What follows belongs to an exercise in optimizing a design on an open flow for small area; a production flow would make more cautious choices.
At most, simulation tests tie the RTL to the original design; equivalence was not proved.
The RTL of run 1 was laid out without a check of its function.
No activity file was given, so power comes from the tool's default toggle rates.

## flow/design.v (module list and top-level ports; edited modules follow where they fit)
// module crc32_gen: 56 lines
// module timeout_lfsr: 16 lines
// module mac_tx_mode: 149 lines
// module mac_tx: 221 lines
// module mac_rx: 270 lines
// module mac_layer: 83 lines
// module arp_cache: 48 lines
// module arp_tx: 254 lines
// module arp_rx: 191 lines
// module arp_mac_top: 114 lines
// module icmp_rx_ram_8_256: 45 lines
// module icmp: 344 lines
// module ip_tx_mode: 159 lines
// module ip_tx: 287 lines
// module ip_rx: 215 lines
// module ip_layer: 125 lines
// module udp_shift_register: 16 lines
// module udp_tx: 167 lines
// module udp_rx: 125 lines
// module udp_layer: 59 lines
// module udp_ip_mac_top: 139 lines
module udp_ip_mac_top #(
    parameter       LOCAL_MAC = 48'h3C_2B_1A_09_4D_5E,
    parameter       LOCAL_IP  = 32'hC0_A8_01_6E,
    parameter       LOCL_PORT = 16'hF0F0,
    parameter       DEST_MAC  = 48'h04_D9_F5_89_43_66,
    parameter       DEST_IP   = 32'hC0_A8_01_69,
    parameter       DEST_PORT = 16'hA0A0 
)(
    input           rgmii_clk,
    input           rstn,
    input           app_data_in_valid,
    input   [7:0]   app_data_in,      
    input   [15:0]  app_data_length,    
    input           app_data_request, 
    output          udp_send_ack,   
    input           arp_req,
    output          arp_found,
    output          mac_not_exist,
    output          mac_send_end,
    output  [7:0]   udp_rec_rdata ,       
    output  [15:0]  udp_rec_data_length,      
    output          udp_rec_data_valid,        
    output          mac_data_valid,
    output  [7:0]   mac_tx_data,   
    input           rx_en,         
    input   [7:0]   mac_rx_datain
);
  // ...
==> flow/flow/run.sh <==
#!/bin/bash
# Layout flow: the standard ORFS flow (standard.sh), with these changes:
#  - synthesis maps adders as plain logic (no full-adder extraction, no
#    Kogge-Stone carry map) and uses an area-oriented ABC script (flow/abc_speed.script, replacing
#    ORFS's abc_speed.script in a linked copy of the scripts folder)
#  - port buffers are buf_1
#  - CTS builds the tree from clkbuf_8 with up to 18 sinks per cluster and
#    inserts no dummy loads
# Each tool's output stays in ORFS's own logs (orfs/logs); make's output is in
# standard_flow.log in this folder.
set -euo pipefail
WORK=$(pwd)
SX=$WORK/scripts_x
mkdir -p "$SX"
for f in "$FLOW_HOME"/scripts/*; do ln -sf "$f" "$SX/"; done
rm -f "$SX/abc_speed.script"
cp "$WORK/flow/abc_speed.script" "$SX/abc_speed.script"
export CTS_ARGS="-sink_clustering_enable -repair_clock_nets -dont_use_dummy_load -buf_list sky130_fd_sc_hd__clkbuf_8 -sink_clustering_size 18 -sink_clustering_max_diameter 45"
export BUFFER_PORTS_ARGS="-buffer_cell sky130_fd_sc_hd__buf_1"
export MAKEFLAGS="ADDER_MAP_FILE= SYNTH_OPERATIONS_ARGS=-nofsm SCRIPTS_DIR=$SX"
bash standard.sh > "$WORK/standard_flow.log" 2>&1
==> flow/flow/abc_speed.script <==
strash
&get -n
&fraig -x
&put
dc2
strash
dc2
strash
dc2
strash
&get -n
&dch -f
&nf
&dch -f
&nf
&dch -f
&nf
&put
==> flow/standard.sh <==
#!/bin/bash
# synth_recipe.tcl (not shown) runs the flow's synth.tcl, then flattens the netlist and writes it again
# the make line also repeats each setting of config.mk as NAME=value (left out here)
make -C /OpenROAD-flow-scripts/flow DESIGN_CONFIG=/design/flow/config.mk WORK_HOME=/design/flow/orfs CLKGATE_MAP_FILE= SYNTH_SCRIPT=/design/flow/synth_recipe.tcl "${@:-finish}"
==> flow/config.mk <==
export PLATFORM = sky130hd
export DESIGN_NAME = udp_ip_mac_top
export DESIGN_NICKNAME = udp_ip_mac_top
export VERILOG_FILES = /design/flow/design.v
export SDC_FILE = /design/flow/constraint.sdc
export NUM_CORES = 4
export LEC_CHECK = 0
export CAP_MARGIN = 20
export CORE_MARGIN = 2
export CORE_UTILIZATION = 55
export GPL_TIMING_DRIVEN = 0
export PLACE_DENSITY = 0.7
export SLEW_MARGIN = 20
==> flow/constraint.sdc <==
create_clock -name core_clock -period 8.0 [get_ports {rgmii_clk}]
set_input_delay 1.6000 -clock core_clock [delete_from_list [all_inputs] [get_ports {rgmii_clk}]]
set_output_delay 1.6000 -clock core_clock [all_outputs]
set_load 0.01 [all_outputs]
==> summary.txt, run 1 <==
Yosys
  – Post-synth EDFFs: 299
  – Simple logic cell fraction of the synthesized area: 0.1065
  – Largest family of logic cells by synthesized area: simple AND/OR/NAND/NOR gates
  – Post-synth top cells: dfxtp_1, nor2_1, nand2_1, a21oi_1, edfxtp_1
  – Async SR Flop Fraction: 0.0003135
  – Area leader, netlist: dfxtp_1

Pwr
  – Power share of the combinational group: 0.020
  – Total power: about 24 mW
  – P_clk: 7.21 mW

Global routing
  – Busiest layer in global routing: met2
  – First-pass GRT wire length: between 200 and 300 mm
  – Initial antenna violation count: 6

Layout
  – Most frequent cells in the layout: dfxtp_1, nor2_1, nand2_1, a21oi_1, edfxtp_1
  – Post-route cell area: between 90000 and 100000 sq um
  – Fill count: 12.46k

Timing
  – Unrepaired setup endpoints after global routing: no

Floorplan
  – Die width: 404.8 um

Detailed routing
  – Drt pass-1 iters: 6
  – Via density per instance: ~5.5
  – Final WL: between 150 and 200 mm
  – Total number of vias: 51.02k

Setup path
  – Critical path required time: 8.68 ns
  – WP depth: 16

Run status
  – Status: no timing/DRC/antenna violations

CTS
  – CTS Buffer Depth: 3

Placed design
  – Detailed Place HPWL: ~130 mm
==> module crc32_gen, before the edit <==
module crc32_gen(
	input         clk,
    input         rstn,
	input         crc32_init,       
	input         crc32_en,         
	input         crc_read, 
    input  [7:0]  data,	 
	output [7:0]  crc_out 
);
    reg [31:0]   crc_temp;
    wire [7:0]   x = crc_temp[31:24] ^ {data[0], data[1], data[2], data[3], data[4], data[5], data[6], data[7]};
    assign crc_out = crc_read ? ~{crc_temp[24], crc_temp[25], crc_temp[26], crc_temp[27],
    	                          crc_temp[28], crc_temp[29], crc_temp[30], crc_temp[31]} : 8'h00;			  
    always@(posedge clk) 
    begin        
       if(crc32_init)
    	    crc_temp <= 32'hffffffff;
       else if(crc32_en)
    	  begin
    		 crc_temp[0] <= x[0] ^ x[6];
    		 crc_temp[1] <= x[0] ^ x[1] ^ x[6] ^ x[7];
    		 crc_temp[2] <= x[0] ^ x[1] ^ x[2] ^ x[6] ^ x[7];
    		 crc_temp[3] <= x[1] ^ x[2] ^ x[3] ^ x[7];
    		 crc_temp[4] <= x[0] ^ x[2] ^ x[3] ^ x[4] ^ x[6];
    		 crc_temp[5] <= x[0] ^ x[1] ^ x[3] ^ x[4] ^ x[5] ^ x[6] ^ x[7];
    		 crc_temp[6] <= x[1] ^ x[2] ^ x[4] ^ x[5] ^ x[6] ^ x[7];
    		 crc_temp[7] <= x[0] ^ x[2] ^ x[3] ^ x[5] ^ x[7];
    		 crc_temp[8] <= crc_temp[0] ^ x[0] ^ x[1] ^ x[3] ^ x[4];
    		 crc_temp[9] <= crc_temp[1] ^ x[1] ^ x[2] ^ x[4] ^ x[5];
    		 crc_temp[10] <= crc_temp[2] ^ x[0] ^ x[2] ^ x[3] ^ x[5];
    		 crc_temp[11] <= crc_temp[3] ^ x[0] ^ x[1] ^ x[3] ^ x[4];
    		 crc_temp[12] <= crc_temp[4] ^ x[0] ^ x[1] ^ x[2] ^ x[4] ^ x[5] ^ x[6];
    		 crc_temp[13] <= crc_temp[5] ^ x[1] ^ x[2] ^ x[3] ^ x[5] ^ x[6] ^ x[7];
    		 crc_temp[14] <= crc_temp[6] ^ x[2] ^ x[3] ^ x[4] ^ x[6] ^ x[7];
    		 crc_temp[15] <= crc_temp[7] ^ x[3] ^ x[4] ^ x[5] ^ x[7];
    		 crc_temp[16] <= crc_temp[8] ^ x[0] ^ x[4] ^ x[5];
    		 crc_temp[17] <= crc_temp[9] ^ x[1] ^ x[5] ^ x[6];
    		 crc_temp[18] <= crc_temp[10] ^ x[2] ^ x[6] ^ x[7];
    		 crc_temp[19] <= crc_temp[11] ^ x[3] ^ x[7];
    		 crc_temp[20] <= crc_temp[12] ^ x[4];
    		 crc_temp[21] <= crc_temp[13] ^ x[5];
    		 crc_temp[22] <= crc_temp[14] ^ x[0];
    		 crc_temp[23] <= crc_temp[15] ^ x[0] ^ x[1] ^ x[6];
    		 crc_temp[24] <= crc_temp[16] ^ x[1] ^ x[2] ^ x[7];
    		 crc_temp[25] <= crc_temp[17] ^ x[2] ^ x[3];
    		 crc_temp[26] <= crc_temp[18] ^ x[0] ^ x[3] ^ x[4] ^ x[6];
    		 crc_temp[27] <= crc_temp[19] ^ x[1] ^ x[4] ^ x[5] ^ x[7];
    		 crc_temp[28] <= crc_temp[20] ^ x[2] ^ x[5] ^ x[6];
    		 crc_temp[29] <= crc_temp[21] ^ x[3] ^ x[6] ^ x[7];
    		 crc_temp[30] <= crc_temp[22] ^ x[4] ^ x[7];
    		 crc_temp[31] <= crc_temp[23] ^ x[5];
    	  end
    	else if(crc_read)
    	    crc_temp <= {crc_temp[23:0], 8'hff};
    end
endmodule
==> module mac_tx, before the edit <==
module mac_tx(
    input                  clk,
    input                  rstn,
    input                  mac_tx_req,       
    input                  mac_tx_ready,     
    input      [7:0]       mac_frame_data,   
    input                  mac_tx_end,       
    output reg             mac_tx_ack,       
    output reg             mac_data_req,     
    output reg             mac_send_end,     
    output reg [7:0]       mac_tx_data,      
    output reg             mac_data_valid    
) ;
    reg  [3:0]          mac_tx_cnt    ;     
    reg  [7:0]          mac_frame_data_1d ; 
    reg                 mac_tx_end_dly_1d,mac_tx_end_dly_2d ; 
    reg  [7:0]          mac_tx_data_tmp ;   
    reg                 mac_data_valid_tmp ;
    wire timeout_hit ;
    parameter SEND_IDLE         =  3'd0  ;
    parameter SEND_START        =  3'd1  ;
    parameter SEND_PREAMBLE     =  3'd2  ;
    parameter SEND_DATA         =  3'd3  ;
    parameter SEND_FCS          =  3'd4  ;
    parameter SEND_END          =  3'd5  ;
    reg [2:0]     send_state   ;
    reg [2:0]     send_state_n ;
    always @(posedge clk)
    begin
        if (~rstn)
            send_state <= SEND_IDLE ;
        else
            send_state <= send_state_n ;
    end
    always @(*)
    begin
        case(send_state)
          SEND_IDLE    :
          begin
              if (mac_tx_req)
                  send_state_n = SEND_START ;
              else
                  send_state_n = SEND_IDLE ;
          end
          SEND_START     :
          begin
              if (mac_tx_ready)
                  send_state_n = SEND_PREAMBLE ;
              else
                  send_state_n = SEND_START ;
          end
          SEND_PREAMBLE   :
          begin
              if (mac_tx_cnt == 7)
                  send_state_n = SEND_DATA ;
              else
                  send_state_n = SEND_PREAMBLE ;
          end
          SEND_DATA       :
          begin
              if (mac_tx_end_dly_2d)
                  send_state_n = SEND_FCS ;
              else if (timeout_hit)
                  send_state_n = SEND_END ;
              else
                  send_state_n = SEND_DATA ;
          end
          SEND_FCS        :
          begin
              if (mac_tx_cnt == 4)
                  send_state_n = SEND_END ;
              else
                  send_state_n = SEND_FCS ;
          end
          SEND_END        :
              send_state_n = SEND_IDLE  ;
          default         :
              send_state_n = SEND_IDLE  ;
        endcase
    end
    always @(posedge clk)
    begin
       if (~rstn)
           mac_tx_ack <= 1'b0 ;
       else if (send_state == SEND_START)
           mac_tx_ack <= 1'b1 ;
       else
           mac_tx_ack <= 1'b0 ;
    end 
    always @(posedge clk)
    begin
        if (~rstn)
            mac_send_end <= 1'b0 ;
        else if (send_state == SEND_END)
            mac_send_end <= 1'b1 ;
        else
            mac_send_end <= 1'b0 ;
    end
    reg             crcen;
    reg             crcre;
    always @(posedge clk)
    begin
        if (~rstn)
        begin
            crcre   <= 1'b1 ;
            crcen   <= 1'b0 ;
        end
        else if (send_state == SEND_DATA)
        begin
            crcre   <= 1'b0 ;
            crcen   <= 1'b1 ;
        end
        else if(mac_send_end)
        begin
            crcre   <= 1'b1 ;
            crcen   <= 1'b0 ;
        end
        else
        begin
            crcre   <= 1'b0 ;
            crcen   <= 1'b0 ;
        end
    end
    wire [7:0] crc_data;
    wire       crc_out_en;
    assign crc_out_en = (send_state == SEND_FCS);
    crc32_gen crc32_gen(
        .clk           (  clk        ), 
        .rstn          (  rstn       ), 
        .crc32_init    (  crcre      ), 
        .crc32_en      (  crcen      ), 
        .crc_read      (  crc_out_en ), 
        .data          (  mac_tx_data_tmp ),   
        .crc_out       (  crc_data   )  
    );
    always @(posedge clk)
    begin
        if (~rstn)
            mac_data_valid_tmp <= 1'b0 ;
        else if (send_state == SEND_PREAMBLE || send_state == SEND_DATA || (send_state == SEND_FCS && mac_tx_cnt < 4))
            mac_data_valid_tmp <= 1'b1 ;
        else
            mac_data_valid_tmp <= 1'b0 ;
    end
    always @(posedge clk)
    begin
        if (~rstn)
            mac_data_valid <= 1'b0 ;
        else
            mac_data_valid <= mac_data_valid_tmp ;
    end
    always @(posedge clk)
    begin
        if (~rstn)
            mac_data_req <= 1'b0 ;
        else if (send_state == SEND_PREAMBLE && mac_tx_cnt == 4'd3)
            mac_data_req <= 1'b1 ;
        else
            mac_data_req <= 1'b0 ;
    end
    timeout_lfsr timeout_cnt (
        .clk  ( clk ),
        .rstn ( rstn ),
        .run  ( send_state == SEND_DATA ),
        .hit  ( timeout_hit )
    );
    always @(posedge clk)
    begin
        if (~rstn)
        begin
            mac_tx_end_dly_1d <= 1'b0 ;
            mac_tx_end_dly_2d <= 1'b0;
        end
        else
        begin
            mac_tx_end_dly_1d     <= mac_tx_end ;
            mac_tx_end_dly_2d     <= mac_tx_end_dly_1d ;
        end
    end
    always @(posedge clk)
        mac_frame_data_1d <= mac_frame_data ;
    always @(posedge clk)
    begin
        if (send_state == SEND_PREAMBLE || send_state == SEND_FCS)
            mac_tx_cnt <= mac_tx_cnt + 1'b1 ;
        else
            mac_tx_cnt <= 4'd0 ;
    end
    always @(posedge clk)
    begin
        if (~rstn)
            mac_tx_data_tmp <= 8'h00 ;
        else if (send_state == SEND_PREAMBLE)
        begin
            if (mac_tx_cnt < 7)
                mac_tx_data_tmp <= 8'h55 ;
            else
                mac_tx_data_tmp <= 8'hd5 ;
        end
        else if (send_state == SEND_DATA)
            mac_tx_data_tmp <= mac_frame_data_1d ;
    end
    always @(posedge clk)
    begin
        if (~rstn)
            mac_tx_data <= 8'h00 ;
        else if (send_state == SEND_FCS)
        begin
            case(mac_tx_cnt)
                4'd0    : mac_tx_data <= mac_tx_data_tmp ;
                4'd1    , 
                4'd2    , 
                4'd3    , 
                4'd4    : mac_tx_data <= crc_data;
                default : mac_tx_data <= 8'h00 ;
            endcase
        end
        else
            mac_tx_data <= mac_tx_data_tmp ;
    end
endmodule
==> module mac_rx, before the edit <==
module mac_rx #(
    parameter              LOCAL_MAC = 48'h3C_2B_1A_09_4D_5E
)(
    input                  clk,   
    input                  rstn,    
    input                  rx_en,
    input      [7:0]       mac_rx_datain,
    input                  checksum_err,      
    input                  ip_rx_end,         
    input                  arp_rx_end,        
    output reg             ip_rx_req,         
    output reg             arp_rx_req,        
    output     [7:0]       mac_rx_dataout,
    output reg             mac_rec_error ,
    output                 mac_rx_dest_mac_ok     
);
    reg [4:0]               mac_rx_cnt        ;
    reg                     preamble_m       ;    
    reg [3:0]               preamble_cnt     ;
    reg                     ft_hi08, ft_lo00, ft_lo06 ;    
    wire                    ft_ip  = ft_hi08 & ft_lo00 ;
    wire                    ft_arp = ft_hi08 & ft_lo06 ;
    wire                    preamble_ok = preamble_m & (preamble_cnt == 4'd8) ;
    wire                    rx_en_posedge    ;
    reg                     rx_en_1d         ;
    reg [7:0]               mac_rx_data_1d   ;
    reg [7:0]               mac_rx_data_2d   ;
    reg [7:0]               mac_rx_data_3d   ;
    wire timeout_hit ;
    reg                     crc_error        ;
    assign mac_rx_dataout = mac_rx_data_3d ;
    assign rx_en_posedge  = ~rx_en_1d & rx_en ;
    parameter IDLE                =  3'd0 ;
    parameter REC_PREAMBLE        =  3'd1 ;
    parameter REC_MAC_HEAD        =  3'd2 ;
    parameter REC_IDENTIFY        =  3'd3 ;
    parameter REC_DATA            =  3'd4 ;
    parameter REC_FCS             =  3'd5 ;
    parameter REC_ERROR           =  3'd6 ;
    parameter REC_END             =  3'd7 ;
    reg [2:0]     rec_state    ;
    reg [2:0]     rec_state_n ;
    always @(posedge clk)
    begin
        if (~rstn)
            rec_state <= IDLE ;
        else 
            rec_state <= rec_state_n ;
    end
    always @(*)
    begin
        case(rec_state)
            IDLE            :  
            begin
                if (rx_en_posedge == 1'b1)
                    rec_state_n = REC_PREAMBLE ;
                else
                    rec_state_n = IDLE ;
            end
            REC_PREAMBLE    :  
            begin
                if (mac_rx_cnt == 7)
                    rec_state_n =  REC_MAC_HEAD  ;
                else
                    rec_state_n =  REC_PREAMBLE    ;
            end
            REC_MAC_HEAD    : 
            begin
                if (!preamble_ok)
                    rec_state_n = REC_ERROR ;
                else if ( mac_rx_cnt == 16'd21)
                    rec_state_n = REC_IDENTIFY ;
                else
                    rec_state_n = REC_MAC_HEAD ; 
            end
            REC_IDENTIFY    : 
            begin
                if (ft_ip || ft_arp)
                    rec_state_n = REC_DATA ;
                else
                    rec_state_n = REC_ERROR ;
            end
            REC_DATA        : 
            begin
                if (checksum_err)
                    rec_state_n = REC_ERROR ;
                else if (ip_rx_end|arp_rx_end)
                    rec_state_n = REC_FCS ;
                else if (timeout_hit)
                    rec_state_n = REC_ERROR ;
                else
                    rec_state_n = REC_DATA ;
            end                               
            REC_FCS         : 
            begin
                if (crc_error)
                    rec_state_n = REC_ERROR ;
                else if (mac_rx_cnt == 5'd27)
                    rec_state_n = REC_END ;
                else
                    rec_state_n = REC_FCS ;
            end
            REC_ERROR :  rec_state_n = IDLE  ;
            REC_END   :  rec_state_n = IDLE  ;
            default   :  rec_state_n = IDLE  ;
        endcase
    end
    always @(posedge clk)
    begin
        if (~rstn)
        begin
            rx_en_1d       <= 1'b0 ;
        end
        else
        begin
            rx_en_1d        <= rx_en ;                         
        end
    end
    always @(posedge clk)
    begin
        mac_rx_data_1d  <= mac_rx_datain ;
        mac_rx_data_2d  <= mac_rx_data_1d ;
        mac_rx_data_3d  <= mac_rx_data_2d ;
    end
    timeout_lfsr timeout_cnt (
        .clk  ( clk ),
        .rstn ( rstn ),
        .run  ( rec_state == REC_DATA ),
        .hit  ( timeout_hit )
    );
    always @(posedge clk)
    begin
        if (rec_state == REC_PREAMBLE || rec_state == REC_MAC_HEAD || rec_state == REC_FCS)
            mac_rx_cnt <= mac_rx_cnt + 1'b1 ;
        else
            mac_rx_cnt <= 5'd0 ;
    end
    always @(posedge clk)
    begin
        if (~rstn)
            mac_rec_error <= 1'b0 ;
        else if (rx_en_posedge)
            mac_rec_error <= 1'b0 ;
        else if (rec_state == REC_ERROR)
            mac_rec_error <= 1'b1 ;
    end
    reg         crcen        ;
    reg         crcre        ;
    reg         crc_eq       ;
    always @(posedge clk)
    begin
        if (~rstn)
        begin
            crcen   <= 1'b0 ;
            crcre   <= 1'b1 ;
        end
        else if ((rec_state == REC_MAC_HEAD && mac_rx_cnt >8) || rec_state == REC_IDENTIFY || rec_state == REC_DATA)
        begin
            crcen   <= 1'b1 ;
            crcre   <= 1'b0 ;
        end
        else if(rec_state == REC_FCS && mac_rx_cnt == 5)
        begin
            crcen   <= 1'b0 ;
            crcre   <= 1'b1 ;
        end
        else
        begin
            crcen   <= 1'b0 ;
            crcre   <= 1'b0 ;
        end
    end
    wire [7:0] crc_data;
    wire       crc_out_en;
    assign crc_out_en = rec_state == REC_FCS;
    crc32_gen crc32_gen(
        .clk           (  clk            ),
        .rstn          (  rstn           ),
        .crc32_init    (  crcre          ),
        .crc32_en      (  crcen          ),
        .crc_read      (  crc_out_en     ),
        .data          (  mac_rx_data_3d ),
        .crc_out       (  crc_data       )
    );
    always @(posedge clk)
    begin
        if (rec_state == REC_FCS && mac_rx_cnt >= 5'd1 && mac_rx_cnt <= 5'd4)
            crc_eq <= (crc_eq | (mac_rx_cnt == 5'd1)) & (crc_data == mac_rx_data_3d) ;
    end
    always @(posedge clk)
    begin
        if (~rstn)
            crc_error <= 1'b0 ;
        else if (rec_state == REC_FCS && mac_rx_cnt == 5)
            crc_error <= ~crc_eq ;
        else
            crc_error <= 1'b0 ;
    end
    always @(posedge clk)
    begin
        if (~rstn) 
            preamble_cnt  <= 4'd0 ;
        else if (rx_en)
        begin
            if (preamble_cnt < 8)
                preamble_cnt <= preamble_cnt + 1'b1 ;
        end
        else
            preamble_cnt <= 4'd0 ;
    end
    always @(posedge clk)
    begin
        if (rx_en)
        begin
            if (preamble_cnt < 8)
                preamble_m <= (preamble_m | (preamble_cnt == 4'd0)) &
                              (mac_rx_datain == ((preamble_cnt == 4'd7) ? 8'hd5 : 8'h55)) ;
        end
        else
            preamble_m <= 1'b0 ;
    end
    reg [5:0] dmac_m ;
    always @(posedge clk)
    begin
        if (rec_state == REC_MAC_HEAD)
        begin
            case(mac_rx_cnt)
                5'd8    : dmac_m[5] <= (mac_rx_data_1d == LOCAL_MAC[47:40]) ;
                5'd9    : dmac_m[4] <= (mac_rx_data_1d == LOCAL_MAC[39:32]) ;
                5'd10   : dmac_m[3] <= (mac_rx_data_1d == LOCAL_MAC[31:24]) ;
                5'd11   : dmac_m[2] <= (mac_rx_data_1d == LOCAL_MAC[23:16]) ;
                5'd12   : dmac_m[1] <= (mac_rx_data_1d == LOCAL_MAC[15:8]) ;
                5'd13   : dmac_m[0] <= (mac_rx_data_1d == LOCAL_MAC[7:0]) ;
                default : ;
            endcase
        end
    end
    assign mac_rx_dest_mac_ok = &dmac_m ;
    always @(posedge clk)
    begin
        if (rec_state == REC_MAC_HEAD)
        begin
            if (mac_rx_cnt == 5'd20)
                ft_hi08 <= (mac_rx_data_1d == 8'h08) ;
            if (mac_rx_cnt == 5'd21)
            begin
                ft_lo00 <= (mac_rx_data_1d == 8'h00) ;
                ft_lo06 <= (mac_rx_data_1d == 8'h06) ;
            end
        end
    end
    always @(posedge clk)
    begin
        if (~rstn)
            ip_rx_req <=     1'b0 ;
        else if (rec_state == REC_IDENTIFY &&  ft_ip)
            ip_rx_req <=  1'b1 ;
        else
            ip_rx_req <=  1'b0 ;
    end
    always @(posedge clk)
    begin
        if (~rstn)
            arp_rx_req <= 1'b0 ;
        else if (rec_state == REC_IDENTIFY &&  ft_arp)
            arp_rx_req <= 1'b1 ;
        else
            arp_rx_req <= 1'b0 ;
    end
endmodule
==> module arp_rx, before the edit <==
module arp_rx(
    input                  clk,   
    input                  rstn,    
    input       [31:0]     local_ip_addr,
    input       [47:0]     local_mac_addr,
    input       [ 7:0]     arp_rx_data,                            
    input                  arp_rx_req,                          
    output reg             arp_rx_end,                                      
    input                  arp_reply_ack,           
    output reg             arp_reply_req,           
    output reg [31:0]      arp_rec_sour_ip_addr,          
    output reg [47:0]      arp_rec_sour_mac_addr,               
    output reg             arp_found                       
) ;
    localparam ARP_REQUEST_CODE = 16'h0001 ;
    localparam ARP_REPLY_CODE   = 16'h0002 ;
    reg [3:0]               dip_eq ;       
    reg [3:0]               dip_sub ;      
    reg [5:0]               dmac_eq ;      
    reg                     op_hi0, op_lo1, op_lo2 ;
    reg [6:0]               arp_rx_cnt ;
    wire                    op_request = op_hi0 & op_lo1 ;
    wire                    op_reply   = op_hi0 & op_lo2 ;
    parameter IDLE          = 2'd0 ;
    parameter ARP_REC_DATA  = 2'd1 ;
    parameter ARP_WAIT      = 2'd3 ;
    parameter ARP_END       = 2'd2 ;
    reg [1:0]    state  ;
    reg [1:0]    state_n ;
    always @(posedge clk)
    begin
        if (~rstn)
            state  <=  IDLE  ;
        else
            state  <= state_n ;
    end
    always @(*)
    begin
        case(state)
            IDLE         : 
            begin
                if (arp_rx_req)
                    state_n = ARP_REC_DATA ;
                else
                    state_n = IDLE ;
            end
            ARP_REC_DATA : 
            begin
                if (arp_rx_cnt == 45)
                    state_n = ARP_WAIT     ;
                else
                    state_n = ARP_REC_DATA ;
            end    
            ARP_WAIT     : 
            begin
                if (arp_rx_cnt == 99)
                    state_n = ARP_END     ;
                else
                    state_n = ARP_WAIT ;
            end              
            ARP_END      : state_n = IDLE ; 
            default      : state_n = IDLE ;
        endcase
    end
    always @(posedge clk)
    begin
        if (~rstn)
            arp_rx_end <= 1'b0 ;
        else if (state == ARP_REC_DATA && arp_rx_cnt == 44)
            arp_rx_end <= 1'b1 ;
        else
            arp_rx_end <= 1'b0 ;
    end
    always @(posedge clk)
    begin
        if (~rstn)
            arp_reply_req  <= 1'b0 ;
        else if (arp_rx_req)
            arp_reply_req  <= 1'b0 ;
        else if (arp_reply_ack)
            arp_reply_req  <= 1'b0 ;
        else if (state == ARP_END)
        begin 
            if (op_request && (&dip_sub))          
                arp_reply_req <= 1'b1 ;
        end
    end
    always @(posedge clk)
    begin
      if (~rstn)
        arp_found  <= 1'b0 ;
      else if (state == ARP_END)
      begin 
          if (op_reply && (&dip_eq) && (&dmac_eq))          
              arp_found <= 1'b1 ;
          else
              arp_found  <= 1'b0 ;
      end
      else
          arp_found  <= 1'b0 ;
    end
    always @(posedge clk)
    begin
        if (state == ARP_REC_DATA || state == ARP_WAIT)
            arp_rx_cnt <= arp_rx_cnt + 1'b1 ;
        else
            arp_rx_cnt <= 7'd0 ;
    end
    always @(posedge clk)
    begin
        if (state == ARP_REC_DATA && arp_rx_cnt == 7'd6)
            op_hi0 <= (arp_rx_data == 8'h00) ;
        else if (state == ARP_REC_DATA && arp_rx_cnt == 7'd7)
        begin
            op_lo1 <= (arp_rx_data == 8'h01) ;
            op_lo2 <= (arp_rx_data == 8'h02) ;
        end
    end
    always @(posedge clk)
    begin
        if (state == ARP_REC_DATA && arp_rx_cnt == 7'd8)
            arp_rec_sour_mac_addr[47:40] <= arp_rx_data ;
        else if (state == ARP_REC_DATA && arp_rx_cnt == 7'd9)
            arp_rec_sour_mac_addr[39:32] <= arp_rx_data ;
        else if (state == ARP_REC_DATA && arp_rx_cnt == 7'd10)
            arp_rec_sour_mac_addr[31:24] <= arp_rx_data ;
        else if (state == ARP_REC_DATA && arp_rx_cnt == 7'd11)
            arp_rec_sour_mac_addr[23:16] <= arp_rx_data ;
        else if (state == ARP_REC_DATA && arp_rx_cnt == 7'd12)
            arp_rec_sour_mac_addr[15:8] <= arp_rx_data ;
        else if (state == ARP_REC_DATA && arp_rx_cnt == 7'd13)
            arp_rec_sour_mac_addr[7:0] <= arp_rx_data ;
    end
    always @(posedge clk)
    begin
        if (state == ARP_REC_DATA && arp_rx_cnt == 7'd14)
            arp_rec_sour_ip_addr[31:24] <= arp_rx_data ;
        else if (state == ARP_REC_DATA && arp_rx_cnt == 7'd15)
            arp_rec_sour_ip_addr[23:16] <= arp_rx_data ;
        else if (state == ARP_REC_DATA && arp_rx_cnt == 7'd16)
            arp_rec_sour_ip_addr[15:8] <= arp_rx_data ;
        else if (state == ARP_REC_DATA && arp_rx_cnt == 7'd17)
            arp_rec_sour_ip_addr[7:0] <= arp_rx_data ;
    end
    function [5:0] mac_byte_eq_rst;
        input [47:0] m;
        integer k;
        begin
            for (k = 0; k < 6; k = k + 1)
                mac_byte_eq_rst[k] = (m[8*k +: 8] == 8'h00);
        end
    endfunction
    always @(posedge clk)
    begin
        if (state == ARP_REC_DATA && arp_rx_cnt == 7'd18)
            dmac_eq[5] <= (arp_rx_data == local_mac_addr[47:40]) ;
        else if (state == ARP_REC_DATA && arp_rx_cnt == 7'd19)
            dmac_eq[4] <= (arp_rx_data == local_mac_addr[39:32]) ;
        else if (state == ARP_REC_DATA && arp_rx_cnt == 7'd20)
            dmac_eq[3] <= (arp_rx_data == local_mac_addr[31:24]) ;
        else if (state == ARP_REC_DATA && arp_rx_cnt == 7'd21)
            dmac_eq[2] <= (arp_rx_data == local_mac_addr[23:16]) ;
        else if (state == ARP_REC_DATA && arp_rx_cnt == 7'd22)
            dmac_eq[1] <= (arp_rx_data == local_mac_addr[15:8]) ;
        else if (state == ARP_REC_DATA && arp_rx_cnt == 7'd23)
            dmac_eq[0] <= (arp_rx_data == local_mac_addr[7:0]) ;
    end
    always @(posedge clk)
    begin
        if (state == ARP_REC_DATA && arp_rx_cnt == 7'd24)
        begin
            dip_eq[3]  <= (arp_rx_data == local_ip_addr[31:24]) ;
            dip_sub[3] <= ((arp_rx_data | local_ip_addr[31:24]) == local_ip_addr[31:24]) ;
        end
        else if (state == ARP_REC_DATA && arp_rx_cnt == 7'd25)
        begin
            dip_eq[2]  <= (arp_rx_data == local_ip_addr[23:16]) ;
            dip_sub[2] <= ((arp_rx_data | local_ip_addr[23:16]) == local_ip_addr[23:16]) ;
        end
        else if (state == ARP_REC_DATA && arp_rx_cnt == 7'd26)
        begin
            dip_eq[1]  <= (arp_rx_data == local_ip_addr[15:8]) ;
            dip_sub[1] <= ((arp_rx_data | local_ip_addr[15:8]) == local_ip_addr[15:8]) ;
        end
        else if (state == ARP_REC_DATA && arp_rx_cnt == 7'd27)
        begin
            dip_eq[0]  <= (arp_rx_data == local_ip_addr[7:0]) ;
            dip_sub[0] <= ((arp_rx_data | local_ip_addr[7:0]) == local_ip_addr[7:0]) ;
        end
    end
endmodule
==> module icmp, before the edit <==
module icmp(
    input                  clk,
    input                  rstn,
    input                  mac_send_end,
    input                  ip_tx_ack,
    input  [7:0]           icmp_rx_data ,              
    input                  icmp_rx_req,               
    input                  icmp_rev_error ,            
    input  [15:0]          upper_layer_data_length,   
    input                  icmp_data_req,             
    output reg             icmp_tx_ready,             
    output reg [7:0]       icmp_tx_data,              
    output                 icmp_tx_end,               
    output reg             icmp_tx_req                
);
    localparam ECHO_REQUEST = 8'h08 ;
    localparam ECHO_REPLY   = 8'h00 ;
    reg  [15:0]             icmp_rx_cnt ;
    reg                     icmp_rx_end ;
    reg                     icmp_checksum_error ;      
    reg                     icmp_type_error ;          
    reg  [15:0]             icmp_data_length ;         
    wire                    len_ge2 = |icmp_data_length[15:1] ;
    wire                    rec_last_word = len_ge2 && icmp_rx_cnt[0] && (icmp_rx_cnt[15:1] == icmp_data_length[15:1] - 15'd1) ;
    wire [7:0]              icmp_rec_ram_rdata ;       
    reg  [7:0]              icmp_code  ;               
    reg  [15:0]             icmp_id  ;                 
    reg  [15:0]             icmp_seq ;                 
    reg                     checksum_finish ;          
    reg                     ram_wr_en ;                
    reg                     icmp_rev_error_1d ;
    wire timeout_hit ;
    reg  [7:0]              icmp_rx_data_1d ;          
    reg                     mac_send_end_1d ;
    parameter IDLE             =  4'd0  ;
    parameter REC_DATA         =  4'd1  ;
    parameter REC_ODD_DATA     =  4'd2  ;
    parameter VERIFY_CHECKSUM  =  4'd3  ;
    parameter REC_ERROR        =  4'd4  ;
    parameter REC_END_WAIT     =  4'd5  ;
    parameter GEN_CHECKSUM     =  4'd6  ;
    parameter SEND_WAIT_0      =  4'd7  ;
    parameter SEND_WAIT_1      =  4'd8  ;
    parameter SEND             =  4'd9  ;
    parameter REC_END          =  4'd10  ;
    parameter SEND_END         =  4'd11  ;
    reg [3:0]     state      ;
    reg [3:0]     state_n ;
    always @(posedge clk)
    begin
        if (~rstn)
            state <= IDLE ;
        else
            state <= state_n ;
    end
    always @(*)
    begin
        case(state)
          IDLE            :
          begin
              if (icmp_rx_req == 1'b1)
                  state_n = REC_DATA ;
              else
                  state_n = IDLE ;
          end
          REC_DATA       :
          begin
              if (icmp_rev_error_1d || icmp_type_error)
                  state_n = REC_ERROR ;
              else if (rec_last_word)
                  state_n = icmp_data_length[0] ? REC_ODD_DATA : VERIFY_CHECKSUM ;
              else if (icmp_rx_cnt == 16'hffff)
                  state_n = IDLE ;
              else
                  state_n = REC_DATA ;
          end
          REC_ODD_DATA   :
          begin
              if (icmp_rev_error_1d || icmp_type_error)
                  state_n = REC_ERROR ;
              else    
                  state_n = VERIFY_CHECKSUM ;
          end
          VERIFY_CHECKSUM:
          begin
              if (icmp_checksum_error)
                  state_n = REC_ERROR ;
              else if (icmp_rx_end && checksum_finish)
                  state_n = REC_END_WAIT ;
              else if (icmp_rx_cnt == 16'hffff)
                  state_n = IDLE ;
              else
                  state_n = VERIFY_CHECKSUM ;
          end
          REC_ERROR      :
              state_n = IDLE  ;
          REC_END_WAIT   :
          begin
              if (icmp_rx_cnt == 16'd63)
                  state_n = REC_END ;
              else
                  state_n = REC_END_WAIT ;
          end
    	  SEND_WAIT_0      :
          begin
              if (ip_tx_ack)
                  state_n = SEND_WAIT_1 ;
              else
                  state_n = SEND_WAIT_0 ;
          end
          SEND_WAIT_1      :
          begin
              if (icmp_data_req)
                  state_n = SEND ;
              else if (timeout_hit)
                  state_n = IDLE ;
              else
                  state_n = SEND_WAIT_1 ;
          end
          SEND           :
          begin
              if (icmp_rx_cnt == icmp_data_length)
                  state_n = SEND_END ;
              else if (icmp_rx_cnt == 16'hffff)
                  state_n = IDLE ;
              else
                  state_n = SEND ;
          end
          REC_END        :
              state_n = SEND_WAIT_0  ;
          SEND_END       :
    	  begin
    		  if (mac_send_end_1d)
    		      state_n = IDLE  ;
    		  else
    		      state_n = SEND_END  ;
    	  end        
          default        :
              state_n = IDLE  ;
      endcase
    end
    always @(posedge clk)
    begin
        if (~rstn)
            mac_send_end_1d <= 1'b0 ;
        else 
            mac_send_end_1d <= mac_send_end ;
    end   
    always @(posedge clk)
    begin
        if (~rstn)
            icmp_tx_req <=  1'b0 ;
    	else if (state == SEND_WAIT_1)
    	    icmp_tx_req <=  1'b0 ;
        else if (state == REC_END)
            icmp_tx_req <=  1'b1 ;
    end
    always @(posedge clk)
    begin
        if (~rstn)
            icmp_tx_ready <=  1'b0 ;
        else if (state == SEND_WAIT_1)
            icmp_tx_ready <=  1'b1 ;
        else
            icmp_tx_ready <=  1'b0 ;
    end
    always @(posedge clk)
    begin
        if (~rstn)
            ram_wr_en <=  1'b0 ;
        else if (state == REC_DATA  || state == REC_ODD_DATA)
        begin
            if (len_ge2 && icmp_rx_cnt > 16'd7)    
                ram_wr_en <=  1'b1 ;
            else
                ram_wr_en <=  1'b0 ;
        end
        else
            ram_wr_en <=  1'b0 ;
    end
    timeout_lfsr timeout_cnt (
        .clk  ( clk ),
        .rstn ( rstn ),
        .run  ( state == SEND_WAIT_1 ),
        .hit  ( timeout_hit )
    );
    always @(posedge clk)
    begin
        icmp_rx_data_1d <= icmp_rx_data ;
    end
    always @(posedge clk)
    begin
        if (~rstn)
            icmp_rev_error_1d <= 1'b0 ;
        else
            icmp_rev_error_1d <= icmp_rev_error ;
    end
    always @(posedge clk)
    begin
        if (state == IDLE)
            icmp_data_length <= upper_layer_data_length ;
    end
    always @(posedge clk)
    begin
        if (state == REC_DATA  || state == REC_END_WAIT ||  state == SEND)
            icmp_rx_cnt <= icmp_rx_cnt + 1'b1 ;
        else
            icmp_rx_cnt <= 16'd0 ;
    end
    always @(posedge clk)
    begin
        if (~rstn)
            icmp_type_error <= 1'b0 ;
        else if (state == REC_DATA && icmp_rx_cnt == 16'd0 && icmp_rx_data != ECHO_REQUEST)
            icmp_type_error <= 1'b1 ;
        else
            icmp_type_error <= 1'b0 ;
    end
    always @(posedge clk)
    begin
        if (state == REC_DATA && icmp_rx_cnt == 16'd1)
            icmp_code <= icmp_rx_data ;
    end
    always @(posedge clk)
    begin
        if (state == REC_DATA && icmp_rx_cnt == 16'd4)
            icmp_id[15:8] <= icmp_rx_data ;
        else if (state == REC_DATA && icmp_rx_cnt == 16'd5)
            icmp_id[7:0] <= icmp_rx_data ;
    end
    always @(posedge clk)
    begin
        if (state == REC_DATA && icmp_rx_cnt == 16'd6)
            icmp_seq[15:8] <= icmp_rx_data ;
        else if (state == REC_DATA && icmp_rx_cnt == 16'd7)
            icmp_seq[7:0] <= icmp_rx_data ;
    end
    reg ram_wr_first ;
    always @(posedge clk)
    begin
        if (~rstn)
            ram_wr_first <= 1'b0 ;
        else
            ram_wr_first <= (icmp_rx_cnt[7:0] == 8'd8) ;
    end
    icmp_rx_ram_8_256 icmp_receive_ram(
        .clk      (  clk                          ),
        .wr_en    (  ram_wr_en                    ),
        .wr_first (  ram_wr_first                 ),
        .wr_data  (  icmp_rx_data_1d              ),
        .rd_start (  state == SEND && icmp_rx_cnt == 16'd0 ),
        .rd_data  (  icmp_rec_ram_rdata           )
    );
    reg  [16:0] checksum_acc ;         
    reg  [16:0] reply_acc ;            
    reg  [2:0]  checksum_cnt ;
    wire [15:0] rx_word = {icmp_rx_data_1d, icmp_rx_data} ;
    wire [15:0] odd_word = {icmp_rx_data, 8'h00} ;
    wire        checksum_ok = checksum_acc[16] ? (checksum_acc[15:0] == 16'hfffe) : (checksum_acc[15:0] == 16'hffff) ;
    wire [15:0] reply_checksum = ~reply_acc[15:0] ;
    always @(posedge clk)
    begin
        if (state == REC_DATA)
        begin
            if(icmp_rx_cnt[0] == 1'b1)
                checksum_acc <= {1'b0, checksum_acc[15:0]} + checksum_acc[16] + rx_word;
        end
        else if (state == REC_ODD_DATA)
            checksum_acc <= {1'b0, checksum_acc[15:0]} + checksum_acc[16] + odd_word;
        else if (state == IDLE)
            checksum_acc <= 17'd0;
    end
    always @(posedge clk)
    begin
        if (state ==  VERIFY_CHECKSUM)
            checksum_cnt <= checksum_cnt + 1'b1 ;
        else
            checksum_cnt <= 3'd0 ;
    end
    always @(posedge clk)
    begin
        if (~rstn)
        begin
            icmp_checksum_error <= 1'b0 ;
            icmp_rx_end <= 1'b0 ;
        end
        else if (state == VERIFY_CHECKSUM && checksum_cnt == 3'd3)
        begin
            icmp_checksum_error <= ~checksum_ok ;
            icmp_rx_end <= checksum_ok ;
        end
        else
        begin
            icmp_checksum_error <= 1'b0 ;
            icmp_rx_end <= 1'b0 ;
        end
    end
    always @(posedge clk)
    begin
        if (state == REC_DATA)
        begin
            if (icmp_rx_cnt == 16'd1)
                reply_acc <= {9'h000, icmp_rx_data};
            else if (icmp_rx_cnt == 16'd3)
                reply_acc <= reply_acc ;
            else if(icmp_rx_cnt[0] == 1'b1)
                reply_acc <= {1'b0, reply_acc[15:0]} + reply_acc[16] + rx_word;
        end
        else if (state == REC_ODD_DATA)
            reply_acc <= {1'b0, reply_acc[15:0]} + reply_acc[16] + odd_word;
        else if (state == VERIFY_CHECKSUM && checksum_cnt == 3'd0)
            reply_acc <= {1'b0, reply_acc[15:0]} + reply_acc[16];
        else if (state == IDLE)
            reply_acc <= 17'd0;
    end
    always @(posedge clk)
    begin
        if (~rstn)
            checksum_finish <= 1'b0 ;
        else if (state == VERIFY_CHECKSUM && checksum_cnt == 3'd3)
            checksum_finish <= 1'b1 ;
        else
            checksum_finish <= 1'b0 ;
    end
    always @(posedge clk)
    begin
        if (state == SEND)
        begin
            case(icmp_rx_cnt)
                16'd1    :   icmp_tx_data <= ECHO_REPLY ;
                16'd2    :   icmp_tx_data <= icmp_code ;
                16'd3    :   icmp_tx_data <= reply_checksum[15:8];
                16'd4    :   icmp_tx_data <= reply_checksum[7:0] ;
                16'd5    :   icmp_tx_data <= icmp_id[15:8] ;
                16'd6    :   icmp_tx_data <= icmp_id[7:0] ;
                16'd7    :   icmp_tx_data <= icmp_seq[15:8] ;
                16'd8    :   icmp_tx_data <= icmp_seq[7:0] ;
                default  :   icmp_tx_data <= icmp_rec_ram_rdata ;
            endcase
        end
        else
           icmp_tx_data <= 8'h00 ;
    end
endmodule
==> module ip_rx, before the edit <==
module ip_rx(
    input                  clk,   
    input                  rstn,  
    input    [31:0]        local_ip_addr,
    input    [47:0]        local_mac_addr,
    input  [7:0]           ip_rx_data,
    input                  ip_rx_req,  
    input                  mac_rx_dest_mac_ok, 
    output reg             udp_rx_req,                    
    output reg             icmp_rx_req,                   
    output reg             ip_addr_check_error,           
    output     [15:0]      upper_layer_data_length,       
    output reg [15:0]      ip_total_data_length,          
    output reg             ip_rx_end,
    output reg             ip_checksum_error
) ;
    function [31:0] checksum_adder;
        input [31:0] dataina;
        input [31:0] datainb;
        begin
            checksum_adder = dataina + datainb;
        end
    endfunction
    function [31:0] checksum_out;
        input [31:0] dataina;
        begin
            checksum_out = dataina[15:0] + dataina[31:16];
        end
    endfunction
    reg  [15:0]            ip_rx_cnt ;
    reg                    proto_udp, proto_icmp ;    
    reg  [15:0]            ip_rec_data_length ;
    reg  [7:0]             ip_rx_data_1d ;
    reg  [3:0]             header_length_buf ;
    wire [5:0]             header_length ;
    parameter IDLE             =  3'd0  ;
    parameter REC_HEADER0      =  3'd1  ;
    parameter REC_HEADER1      =  3'd2  ;
    parameter REC_DATA         =  3'd3  ;
    parameter REC_END          =  3'd4  ;
    reg [2:0]     state      ;
    reg [2:0]     state_n ;
    always @(posedge clk)
    begin
      if (~rstn)
        state <= IDLE ;
      else 
        state <= state_n ;
    end
    always @(*)
    begin
        case(state)
         IDLE            :  
         begin
             if (ip_rx_req == 1'b1)
                 state_n = REC_HEADER0 ;
             else
                 state_n = IDLE ;
         end
         REC_HEADER0    :      
         begin
             if (ip_rx_cnt == 16'd3)
                 state_n = REC_HEADER1 ;
             else
                 state_n = REC_HEADER0 ;
         end
         REC_HEADER1    :      
         begin
             if (cnt_is_hl_m1)
                 state_n = REC_DATA ;
             else
                 state_n = REC_HEADER1 ;
         end
         REC_DATA       :   
         begin
             if (ip_checksum_error || ip_rx_end)
                 state_n = REC_END ;        
             else if (ip_rx_cnt == 16'hffff)
                 state_n = REC_END ;                         
             else
                state_n = REC_DATA ;
         end    
         REC_END        :   state_n = IDLE  ;
         default        :   state_n = IDLE  ;
         endcase
    end
    assign header_length = {header_length_buf,2'd0} ; 
    wire [3:0]             hl_words_m1 = header_length_buf - 4'd1 ;
    wire                   cnt_in_last_word = (header_length_buf != 4'd0) && (ip_rx_cnt[15:6] == 10'd0) && (ip_rx_cnt[5:2] == hl_words_m1) ;
    wire                   cnt_is_hl_m1 = cnt_in_last_word && (ip_rx_cnt[1:0] == 2'b11) ;
    wire                   cnt_is_hl_m2 = cnt_in_last_word && (ip_rx_cnt[1:0] == 2'b10) ;
    always @(posedge clk)
    begin
        if (~rstn)
            ip_rx_end <= 1'b0 ;
        else if (state == REC_DATA && ip_rx_cnt == ip_total_data_length - 3)
            ip_rx_end <= 1'b1 ;
        else
            ip_rx_end <= 1'b0 ;
    end
    always @(posedge clk)
    begin
        if (~rstn)
            ip_addr_check_error <= 1'b0 ;
        else if (state == REC_DATA)
        begin
            if (mac_rx_dest_mac_ok && (&dip_m))                        
                ip_addr_check_error <= 1'b0 ;
            else
                ip_addr_check_error <= 1'b1 ;
        end
        else
            ip_addr_check_error <= 1'b0 ;
    end
    always @(posedge clk)
    begin
        if (~rstn)
            udp_rx_req <= 1'b0 ;
        else if (state == REC_HEADER1 && proto_udp && cnt_is_hl_m2)
            udp_rx_req <= 1'b1 ;
        else
            udp_rx_req <= 1'b0 ;
    end
    always @(posedge clk)
    begin
        if (~rstn)
            icmp_rx_req <= 1'b0 ;
        else if (state == REC_HEADER1 && proto_icmp && cnt_is_hl_m2)
            icmp_rx_req <= 1'b1 ;
        else
            icmp_rx_req <= 1'b0 ;
    end
    assign upper_layer_data_length = ip_rec_data_length - header_length ;
    always @(posedge clk)
        ip_rx_data_1d <= ip_rx_data ;
    always @(posedge clk)
    begin
        if (state == REC_HEADER0 || state == REC_HEADER1 || state == REC_DATA)
            ip_rx_cnt <= ip_rx_cnt + 1'b1 ;
        else
            ip_rx_cnt <= 16'd0 ;
    end
    always @(posedge clk)
    begin
        if (state == REC_HEADER1)
        begin
            if (ip_rec_data_length < 16'd46)
                ip_total_data_length <= 16'd46 ;
            else
                ip_total_data_length <= ip_rec_data_length ;
        end
    end
    always @(posedge clk)
    begin
        if (state == REC_HEADER0 && ip_rx_cnt == 16'd0)
            header_length_buf <= ip_rx_data[3:0] ;
    end
    always @(posedge clk)
    begin
        if (state == REC_HEADER0 && ip_rx_cnt == 16'd2)
            ip_rec_data_length[15:8] <= ip_rx_data  ;
        else if (state == REC_HEADER0 && ip_rx_cnt == 16'd3)
            ip_rec_data_length[7:0] <= ip_rx_data  ;
    end
    always @(posedge clk)
    begin
        if (state == REC_HEADER1 && ip_rx_cnt == 16'd9)
            begin proto_udp <= (ip_rx_data == 8'h11) ; proto_icmp <= (ip_rx_data == 8'h01) ; end
    end
    reg [3:0] dip_m ;
    always @(posedge clk)
    begin
        if (state == REC_HEADER1)
        begin
            if (ip_rx_cnt == 16'd16) dip_m[3] <= (ip_rx_data == local_ip_addr[31:24]) ;
            if (ip_rx_cnt == 16'd17) dip_m[2] <= (ip_rx_data == local_ip_addr[23:16]) ;
            if (ip_rx_cnt == 16'd18) dip_m[1] <= (ip_rx_data == local_ip_addr[15:8]) ;
            if (ip_rx_cnt == 16'd19) dip_m[0] <= (ip_rx_data == local_ip_addr[7:0]) ;
        end
    end
    reg  [16:0] checksum_acc ;
    reg  [2:0]  checksum_cnt ;
    wire        checksum_ok = checksum_acc[16] ? (checksum_acc[15:0] == 16'hfffe) : (checksum_acc[15:0] == 16'hffff) ;
    always @(posedge clk)
    begin
        if (state == REC_HEADER0 || state == REC_HEADER1)
        begin
            if (ip_rx_cnt[0] == 1'b1)
                checksum_acc <= {1'b0, checksum_acc[15:0]} + checksum_acc[16] + {ip_rx_data_1d, ip_rx_data};
        end
        else if (state == IDLE)
            checksum_acc <= 17'd0;
    end
    always @(posedge clk)
    begin
      if (state ==     REC_DATA)
      begin
          if (checksum_cnt == 3'd7)
              checksum_cnt <= checksum_cnt ;
          else
              checksum_cnt <= checksum_cnt + 1'b1 ;
      end
      else
          checksum_cnt <= 3'd0 ;
    end
    always @(posedge clk)
    begin
        if (~rstn)
            ip_checksum_error <= 1'b0 ;
        else if (state == REC_DATA && checksum_cnt == 3'd2)
            ip_checksum_error <= ~checksum_ok ;
        else
            ip_checksum_error <= 1'b0 ;
    end
endmodule
==> inputs of run 2 (changes only) <==
--- a/flow/design.v
+++ b/flow/design.v
@@ -6,9 +6,11 @@
 	input         crc32_en,         
 	input         crc_read, 
     input  [7:0]  data,	 
-	output [7:0]  crc_out 
+	output [7:0]  crc_out,
+    output [31:0] crc_state     
 );
     reg [31:0]   crc_temp;
+    assign crc_state = crc_temp;
     wire [7:0]   x = crc_temp[31:24] ^ {data[0], data[1], data[2], data[3], data[4], data[5], data[6], data[7]};
     assign crc_out = crc_read ? ~{crc_temp[24], crc_temp[25], crc_temp[26], crc_temp[27],
     	                          crc_temp[28], crc_temp[29], crc_temp[30], crc_temp[31]} : 8'h00;			  
@@ -355,7 +357,8 @@
         .crc32_en      (  crcen      ), 
         .crc_read      (  crc_out_en ), 
         .data          (  mac_tx_data_tmp ),   
-        .crc_out       (  crc_data   )  
+        .crc_out       (  crc_data   ),  
+        .crc_state     (             )
     );
     always @(posedge clk)
     begin
@@ -592,7 +595,6 @@
     end
     reg         crcen        ;
     reg         crcre        ;
-    reg         crc_eq       ;
     always @(posedge clk)
     begin
         if (~rstn)
@@ -600,7 +602,8 @@
             crcen   <= 1'b0 ;
             crcre   <= 1'b1 ;
         end
-        else if ((rec_state == REC_MAC_HEAD && mac_rx_cnt >8) || rec_state == REC_IDENTIFY || rec_state == REC_DATA)
+        else if ((rec_state == REC_MAC_HEAD && mac_rx_cnt >8) || rec_state == REC_IDENTIFY || rec_state == REC_DATA ||
+                 (rec_state == REC_FCS && mac_rx_cnt < 5'd4))
         begin
             crcen   <= 1'b1 ;
             crcre   <= 1'b0 ;
@@ -616,29 +619,23 @@
             crcre   <= 1'b0 ;
         end
     end
-    wire [7:0] crc_data;
-    wire       crc_out_en;
-    assign crc_out_en = rec_state == REC_FCS;
+    wire [31:0] crc_state;
     crc32_gen crc32_gen(
         .clk           (  clk            ),
         .rstn          (  rstn           ),
         .crc32_init    (  crcre          ),
         .crc32_en      (  crcen          ),
-        .crc_read      (  crc_out_en     ),
+        .crc_read      (  1'b0           ),
         .data          (  mac_rx_data_3d ),
-        .crc_out       (  crc_data       )
+        .crc_out       (                 ),
+        .crc_state     (  crc_state      )
     );
     always @(posedge clk)
     begin
-        if (rec_state == REC_FCS && mac_rx_cnt >= 5'd1 && mac_rx_cnt <= 5'd4)
-            crc_eq <= (crc_eq | (mac_rx_cnt == 5'd1)) & (crc_data == mac_rx_data_3d) ;
-    end
-    always @(posedge clk)
-    begin
         if (~rstn)
             crc_error <= 1'b0 ;
         else if (rec_state == REC_FCS && mac_rx_cnt == 5)
-            crc_error <= ~crc_eq ;
+            crc_error <= (crc_state != 32'hc704dd7b) ;
         else
             crc_error <= 1'b0 ;
     end
@@ -656,7 +653,9 @@
     end
     always @(posedge clk)
     begin
-        if (rx_en)
+        if (~rstn)
+            preamble_m <= 1'b0 ;
+        else if (rx_en)
         begin
             if (preamble_cnt < 8)
                 preamble_m <= (preamble_m | (preamble_cnt == 4'd0)) &
@@ -668,7 +667,9 @@
     reg [5:0] dmac_m ;
     always @(posedge clk)
     begin
-        if (rec_state == REC_MAC_HEAD)
+        if (~rstn)
+            dmac_m <= 6'd0 ;
+        else if (rec_state == REC_MAC_HEAD)
         begin
             case(mac_rx_cnt)
                 5'd8    : dmac_m[5] <= (mac_rx_data_1d == LOCAL_MAC[47:40]) ;
@@ -684,7 +685,13 @@
     assign mac_rx_dest_mac_ok = &dmac_m ;
     always @(posedge clk)
     begin
-        if (rec_state == REC_MAC_HEAD)
+        if (~rstn)
+        begin
+            ft_hi08 <= 1'b0 ;
+            ft_lo00 <= 1'b1 ;
+            ft_lo06 <= 1'b0 ;
+        end
+        else if (rec_state == REC_MAC_HEAD)
         begin
             if (mac_rx_cnt == 5'd20)
                 ft_hi08 <= (mac_rx_data_1d == 8'h08) ;
@@ -1213,7 +1220,13 @@
     end
     always @(posedge clk)
     begin
-        if (state == ARP_REC_DATA && arp_rx_cnt == 7'd6)
+        if (~rstn)
+        begin
+            op_hi0 <= 1'b1 ;
+            op_lo1 <= 1'b0 ;
+            op_lo2 <= 1'b0 ;
+        end
+        else if (state == ARP_REC_DATA && arp_rx_cnt == 7'd6)
             op_hi0 <= (arp_rx_data == 8'h00) ;
         else if (state == ARP_REC_DATA && arp_rx_cnt == 7'd7)
         begin
@@ -1257,7 +1270,9 @@
     endfunction
     always @(posedge clk)
     begin
-        if (state == ARP_REC_DATA && arp_rx_cnt == 7'd18)
+        if (~rstn)
+            dmac_eq <= mac_byte_eq_rst(local_mac_addr) ;
+        else if (state == ARP_REC_DATA && arp_rx_cnt == 7'd18)
             dmac_eq[5] <= (arp_rx_data == local_mac_addr[47:40]) ;
         else if (state == ARP_REC_DATA && arp_rx_cnt == 7'd19)
             dmac_eq[4] <= (arp_rx_data == local_mac_addr[39:32]) ;
@@ -1272,7 +1287,13 @@
     end
     always @(posedge clk)
     begin
-        if (state == ARP_REC_DATA && arp_rx_cnt == 7'd24)
+        if (~rstn)
+        begin
+            dip_eq  <= {local_ip_addr[31:24] == 8'h00, local_ip_addr[23:16] == 8'h00,
+                        local_ip_addr[15:8]  == 8'h00, local_ip_addr[7:0]   == 8'h00} ;
+            dip_sub <= 4'hf ;
+        end
+        else if (state == ARP_REC_DATA && arp_rx_cnt == 7'd24)
         begin
             dip_eq[3]  <= (arp_rx_data == local_ip_addr[31:24]) ;
             dip_sub[3] <= ((arp_rx_data | local_ip_addr[31:24]) == local_ip_addr[31:24]) ;
@@ -1710,12 +1731,15 @@
         .rd_data  (  icmp_rec_ram_rdata           )
     );
     reg  [16:0] checksum_acc ;         
-    reg  [16:0] reply_acc ;            
+    reg  [15:0] rx_csum ;              
+    reg         reply_zero ;           
     reg  [2:0]  checksum_cnt ;
     wire [15:0] rx_word = {icmp_rx_data_1d, icmp_rx_data} ;
     wire [15:0] odd_word = {icmp_rx_data, 8'h00} ;
     wire        checksum_ok = checksum_acc[16] ? (checksum_acc[15:0] == 16'hfffe) : (checksum_acc[15:0] == 16'hffff) ;
-    wire [15:0] reply_checksum = ~reply_acc[15:0] ;
+    wire [16:0] csum_t  = 17'h00800 + rx_csum ;
+    wire [15:0] csum_tf = csum_t[15:0] + csum_t[16] ;
+    wire [15:0] reply_checksum = reply_zero ? 16'hffff : ((csum_tf == 16'hffff) ? 16'h0000 : csum_tf) ;
     always @(posedge clk)
     begin
         if (state == REC_DATA)
@@ -1758,18 +1782,18 @@
         if (state == REC_DATA)
         begin
             if (icmp_rx_cnt == 16'd1)
-                reply_acc <= {9'h000, icmp_rx_data};
+                reply_zero <= (icmp_rx_data == 8'h00) ;
+            else if (icmp_rx_cnt == 16'd2)
+                rx_csum[15:8] <= icmp_rx_data ;
             else if (icmp_rx_cnt == 16'd3)
-                reply_acc <= reply_acc ;
-            else if(icmp_rx_cnt[0] == 1'b1)
-                reply_acc <= {1'b0, reply_acc[15:0]} + reply_acc[16] + rx_word;
+                rx_csum[7:0] <= icmp_rx_data ;
+            else if (icmp_rx_cnt[0] == 1'b1)
+                reply_zero <= reply_zero & (rx_word == 16'h0000) ;
         end
         else if (state == REC_ODD_DATA)
-            reply_acc <= {1'b0, reply_acc[15:0]} + reply_acc[16] + odd_word;
-        else if (state == VERIFY_CHECKSUM && checksum_cnt == 3'd0)
-            reply_acc <= {1'b0, reply_acc[15:0]} + reply_acc[16];
+            reply_zero <= reply_zero & (icmp_rx_data == 8'h00) ;
         else if (state == IDLE)
-            reply_acc <= 17'd0;
+            rx_csum <= 16'h0000 ;
     end
     always @(posedge clk)
     begin
@@ -2415,13 +2439,17 @@
     end
     always @(posedge clk)
     begin
-        if (state == REC_HEADER1 && ip_rx_cnt == 16'd9)
+        if (~rstn)
+            begin proto_udp <= 1'b0 ; proto_icmp <= 1'b0 ; end
+        else if (state == REC_HEADER1 && ip_rx_cnt == 16'd9)
             begin proto_udp <= (ip_rx_data == 8'h11) ; proto_icmp <= (ip_rx_data == 8'h01) ; end
     end
     reg [3:0] dip_m ;
     always @(posedge clk)
     begin
-        if (state == REC_HEADER1)
+        if (~rstn)
+            dip_m <= 4'd0 ;
+        else if (state == REC_HEADER1)
         begin
             if (ip_rx_cnt == 16'd16) dip_m[3] <= (ip_rx_data == local_ip_addr[31:24]) ;
             if (ip_rx_cnt == 16'd17) dip_m[2] <= (ip_rx_data == local_ip_addr[23:16]) ;
@@ -2848,7 +2876,12 @@
     end
     always @(posedge clk)
     begin
-        if (state == REC_HEAD && udp_rx_cnt == 16'd2)
+        if (~rstn)
+        begin
+            port_hi_eq <= (LOCAL_PORT == 16'd0) ;
+            port_lo_eq <= (LOCAL_PORT == 16'd0) ;
+        end
+        else if (state == REC_HEAD && udp_rx_cnt == 16'd2)
             port_hi_eq <= (udp_rx_data == LOCAL_PORT[15:8]) ;
         else if (state == REC_HEAD && udp_rx_cnt == 16'd3)
             port_lo_eq <= (udp_rx_data == LOCAL_PORT[7:0]) ;
==> flow/flow/run.sh (replaced) <==
#!/bin/bash
# Layout flow: the standard ORFS flow (standard.sh), with these changes:
#  - synthesis maps adders as plain logic (no full-adder extraction, no
#    Kogge-Stone carry map) and uses an area-oriented ABC script (flow/abc_speed.script, replacing
#    ORFS's abc_speed.script in a linked copy of the scripts folder)
#  - port buffers are buf_1
#  - CTS builds the tree from clkbuf_8 with up to 20 sinks per cluster and
#    inserts no dummy loads
# Each tool's output stays in ORFS's own logs (orfs/logs); make's output is in
# standard_flow.log in this folder.
set -euo pipefail
WORK=$(pwd)
SX=$WORK/scripts_x
mkdir -p "$SX"
for f in "$FLOW_HOME"/scripts/*; do ln -sf "$f" "$SX/"; done
rm -f "$SX/abc_speed.script"
cp "$WORK/flow/abc_speed.script" "$SX/abc_speed.script"
export CTS_ARGS="-sink_clustering_enable -repair_clock_nets -dont_use_dummy_load -buf_list sky130_fd_sc_hd__clkbuf_8 -sink_clustering_size 20 -sink_clustering_max_diameter 45"
export BUFFER_PORTS_ARGS="-buffer_cell sky130_fd_sc_hd__buf_1"
export MAKEFLAGS="ADDER_MAP_FILE= SYNTH_OPERATIONS_ARGS=-nofsm SCRIPTS_DIR=$SX"
bash standard.sh > "$WORK/standard_flow.log" 2>&1
==> summary.txt, run 2 <==
Timing
  – Slew headroom: 0.2863
  – Fmax: between 0.15 and 0.2 GHz
  – Final Hold Fails: 0
  – Least-Margin Pin Slew: 1.067 ns
  – Tcrit/Tclk final: 0.8191
  – Unrepaired setup endpoints after global routing: no
  – Setup Skew: between 0.1 and 0.15 ns
  – Slew Limit Fails: 0
  – # setup viols final: 0
  – Tmin final: 6.553 ns

Run status
  – Status: no timing/DRC/antenna violations

Global routing
  – Vias in the first global route: 48.53k
  – Met2 Use GR: 0.3636
  – First-pass GRT wire length: 283.6 mm (+0.11%)
  – Tot GR Track Use: 0.2260
  – Grt met1 use: 0.3056
  – Largest net degree at the start of global routing: 74
  – Gr ovfl total: 0
  – GR Util met3: 0.03600
  – Initial antenna violation count: 8 (+2)
  – Busiest layer in global routing: met2

Detailed routing
  – Total number of vias: 50.25k (-1.5%)
  – Final WL: 186.2 mm (+0.26%)
  – Post-route antenna net violation count: 0
  – Via density per instance: 5.487 (-0.32%)
  – Avg WL per Cell: 20.34 um
  – Drt pass-1 iters: 9 (+3)
  – Initial DRC count: ~4.4k
  – # DRC: 0

CTS
  – Clk slew on worst S/H paths: 0.11 ns
  – Post-CTS Hold Fix Bufs: 0
  – Post_cts resized: 0
  – Clock latency on the worst-skew pair: 1.00 ns
  – Clk root buf: clkbuf_8
  – CTS tree: built
  – CTS Buf Count: 229
  – Sink Count: 3189
  – CTS Buffer Depth: 3 (unchanged)
  – H-tree levels: 4

Pwr
  – Peak supply drop: between 0.2 and 0.25 mV
  – Pwr/cell area: 251.8 nW/um^2
  – Lkg Pwr: 34.94 nW

Layout
  – Fin util: 0.6008
  – Layout cell share with drive strength beyond 1: 0.05636
  – Leading cell type in the layout, fill and taps excluded: dfxtp_1
  – Largest Register: ip_layer.icmp.icmp_receive_ram.ring
  – Nets@finish: 7120
  – Max reg flops: 2048
  – Most frequent cells in the layout: dfxtp_1, nor2_1, a21oi_1, nand2_1, o21ai_0
  – Area growth, synth to finish: 8.482%
  – Top flop regs: ip_layer.icmp.icmp_receive_ram.ring: 2048 flops, udp_layer.udp_tx.udp_shift_register.sr: 64 flops, ip_layer.icmp.icmp_receive_ram.dly: 56 flops
  – Post-route cell area: 95040 sq um (-0.96%)
  – Fill count: 12.39k (-0.57%)
  – Sequential cell area: roughly 67000 sq um
  – Area occupied by multi-input gates: 21180 sq um

Setup path
  – Slowest Stage Delay on Critical Path: 0.44 ns
  – Critical path required time: 8.66 ns (-0.02 ns)
  – Slowest CP cell: nor4_1
  – Critical Path AT: 7.22 ns
  – Startpoint Class: flip-flop
  – Worst Path Max Fanout: 8
  – CP bufs+invs: 3
  – Crit-path cells: nor4_1, nand4b_1, nor4_2, buf_2, buf_2, buf_4, mux2_1, maj3_1, a21oi_1, maj3_1, o22ai_1, a211oi_1, o32ai_1, maj3_1, a21oi_1, o21bai_1, a211o_1, a31oi_1, o21a_1, o21bai_1, a2bb2o_1
  – Crit. End Element: flip-flop
  – Delay-heaviest family, CP: compound AO/OA/AOI/OAI gates
  – Cell mode on critical path: maj3_1

Floorplan
  – Initial Util: 0.5538
  – Core box area: around 160000 sq um
  – Die Y: 403.1 um
  – Die width: 403.1 um (-0.41%)
  – Die area: 162500 sq um
  – Rows: 146
  – I/O Pins: 76

Placed design
  – DP Worst Slack: 1.541 ns
  – IO buf count: 75
  – GP Congestion: roughly 0.92
  – Detailed Place HPWL: 127.4 mm (+0.77%)
  – Placed inst area: roughly 92000 sq um

Yosys
  – Count leader, synth: dfxtp_1
  – Syn Inst Count: ~6.7k
  – Post-synth cell types: 70
  – Post-synth top cells: dfxtp_1, nor2_1, a21oi_1, nand2_1, o21ai_0
  – Synth Area in Compound Gates: 0.09062
  – Flop and latch count out of synthesis: approximately 3.2k
  – Syn nets: 6739
  – Syn Area/Cell: 13.07 sq um
  – Register area share after synthesis: 0.7589
  – Post-synth design cell area: 87610 sq um
  – Xor and xnor area share after synthesis: 0.03396
  – Async SR Flop Fraction: 0.0003136 (about the same)
  – Synth top area share: 0.6682
  – Area leader, netlist: dfxtp_1
  – Post-synth EDFFs: 264 (-12%)
  – Largest family of logic cells by synthesized area: simple AND/OR/NAND/NOR gates
  – Simple logic cell fraction of the synthesized area: 0.1071 (+0.0005411)
  – Mux share of post-synthesis cell area: 0.003599
  – Ys Warns: 29
  – Top_reg_cell synth: dfxtp_1
  – Adder-Cell Fraction of Synth Area: 0.001600
  – Synth top area cells: dfxtp_1, edfxtp_1, xnor2_1

Min path
  – Hold Path Class: flip-flop to flip-flop

Run
  – Max-cap violations: 0
==> run 2: cell count changes after synthesis, moves of 9 or more <==
cell	delta
nor4_1	+9
a221oi_1	-22
nor2b_1	+9
nand2_1	-20
nand2b_1	-22
xor2_1	-21
maj3_1	-13
a222oi_1	+9
dfxtp_1	+34
o211ai_1	-23
nand3_1	-18
edfxtp_1	-35
==> run 2: worst paths after layout <==
kind | startpoint | end | slack (ns) | cells after the start
max in group asynchronous | rstn | arp_mac_top_U1.arp_cache.mac_not_exist$_DFF_PN0_ | 6.82 | 2
min in group asynchronous | rstn | arp_mac_top_U1.arp_cache.mac_not_exist$_DFF_PN0_ | 1.04 | 2
hold reg to reg | ip_layer.icmp.icmp_receive_ram.ring[6][6]$_DFF_P_ | ip_layer.icmp.icmp_receive_ram.ring[7][6]$_DFF_P_ | 0.26 | 0
setup reg to reg | ip_layer.ip_tx.ip_send_cnt[14]$_SDFF_PN0_ | ip_layer.ip_tx.chk_c$_DFFE_PP_ | 1.45 | 21
setup / recovery | ip_layer.ip_tx.ip_send_cnt[14]$_SDFF_PN0_ | ip_layer.ip_tx.chk_c$_DFFE_PP_ | 1.45 | 21
hold / removal | ip_layer.icmp.icmp_receive_ram.ring[6][6]$_DFF_P_ | ip_layer.icmp.icmp_receive_ram.ring[7][6]$_DFF_P_ | 0.26 | 0
==> run 2: power by group <==
group          internal [mW]  leakage (nW)  total [mW]  switching, mW
combinational          0.211          7.11       0.425          0.213
clock                   2.54          1.65        7.04           4.50
sequential              16.3          26.2        16.5          0.188
total                   19.0          34.9        23.9           4.90
==> run 2: logic make-up (layout without fill, tap and decap cells) <==
| kind of cell | after synthesis | count (layout) |
|---|---|---|
| xor gates and xnor gates | 338 | 338 |
| adders and majority gates | 14 | 14 |
| muxes | 30 | 30 |
| other | 0 | 5 |
| AOI/OAI and AO/OA | 1187 | 1187 |
| buffers and inverters | 99 | 478 |
| DFF | 3189 | 3189 |
| and+or+nand+nor | 1844 | 1844 |
==> run 2: through the flow <==
stage               instances  TNS, ns  total power [mW]  hold WS [ns]
floorplan                6701        0             17.04        0.3096
global placement         8848  -703.81             17.21        0.3096
detailed placement       8919        0             17.25        0.3120
CTS                      9148        0             24.12        0.2668
global route             9154        0             24.76        0.2635
finish                   9157        0             23.93        0.2630
==> run 2: layout make-up <==
cell class | instances | area share
multi-input cells | 3413 | 0.2228
repair buffers | 150 | 0.01291
diodes | 5 | 0.0001316
flip-flops and latches | 3189 | 0.6997
inverters | 79 | 0.003186
clock buffers | 229 | 0.03316
well taps | 2072 | 0.02728
plain buffers | 20 | 0.0007899
==> run 2: metal layers <==
layer	routed length [um]	part of all wire
met5	31	0.00017
met1	82310	0.44
met2	85720	0.46
met4	7826	0.042
met3	10320	0.055
==> run 2: worst register-to-register path: cells and delay by family (launching register included) <==
kind | cells | cell delay (ns)
compound gates | 11 | 2.58
simple gates | 3 | 1.18
fa+ha+maj | 3 | 1.07
buf+inv | 3 | 0.71
flops | 1 | 0.38
mux | 1 | 0.36
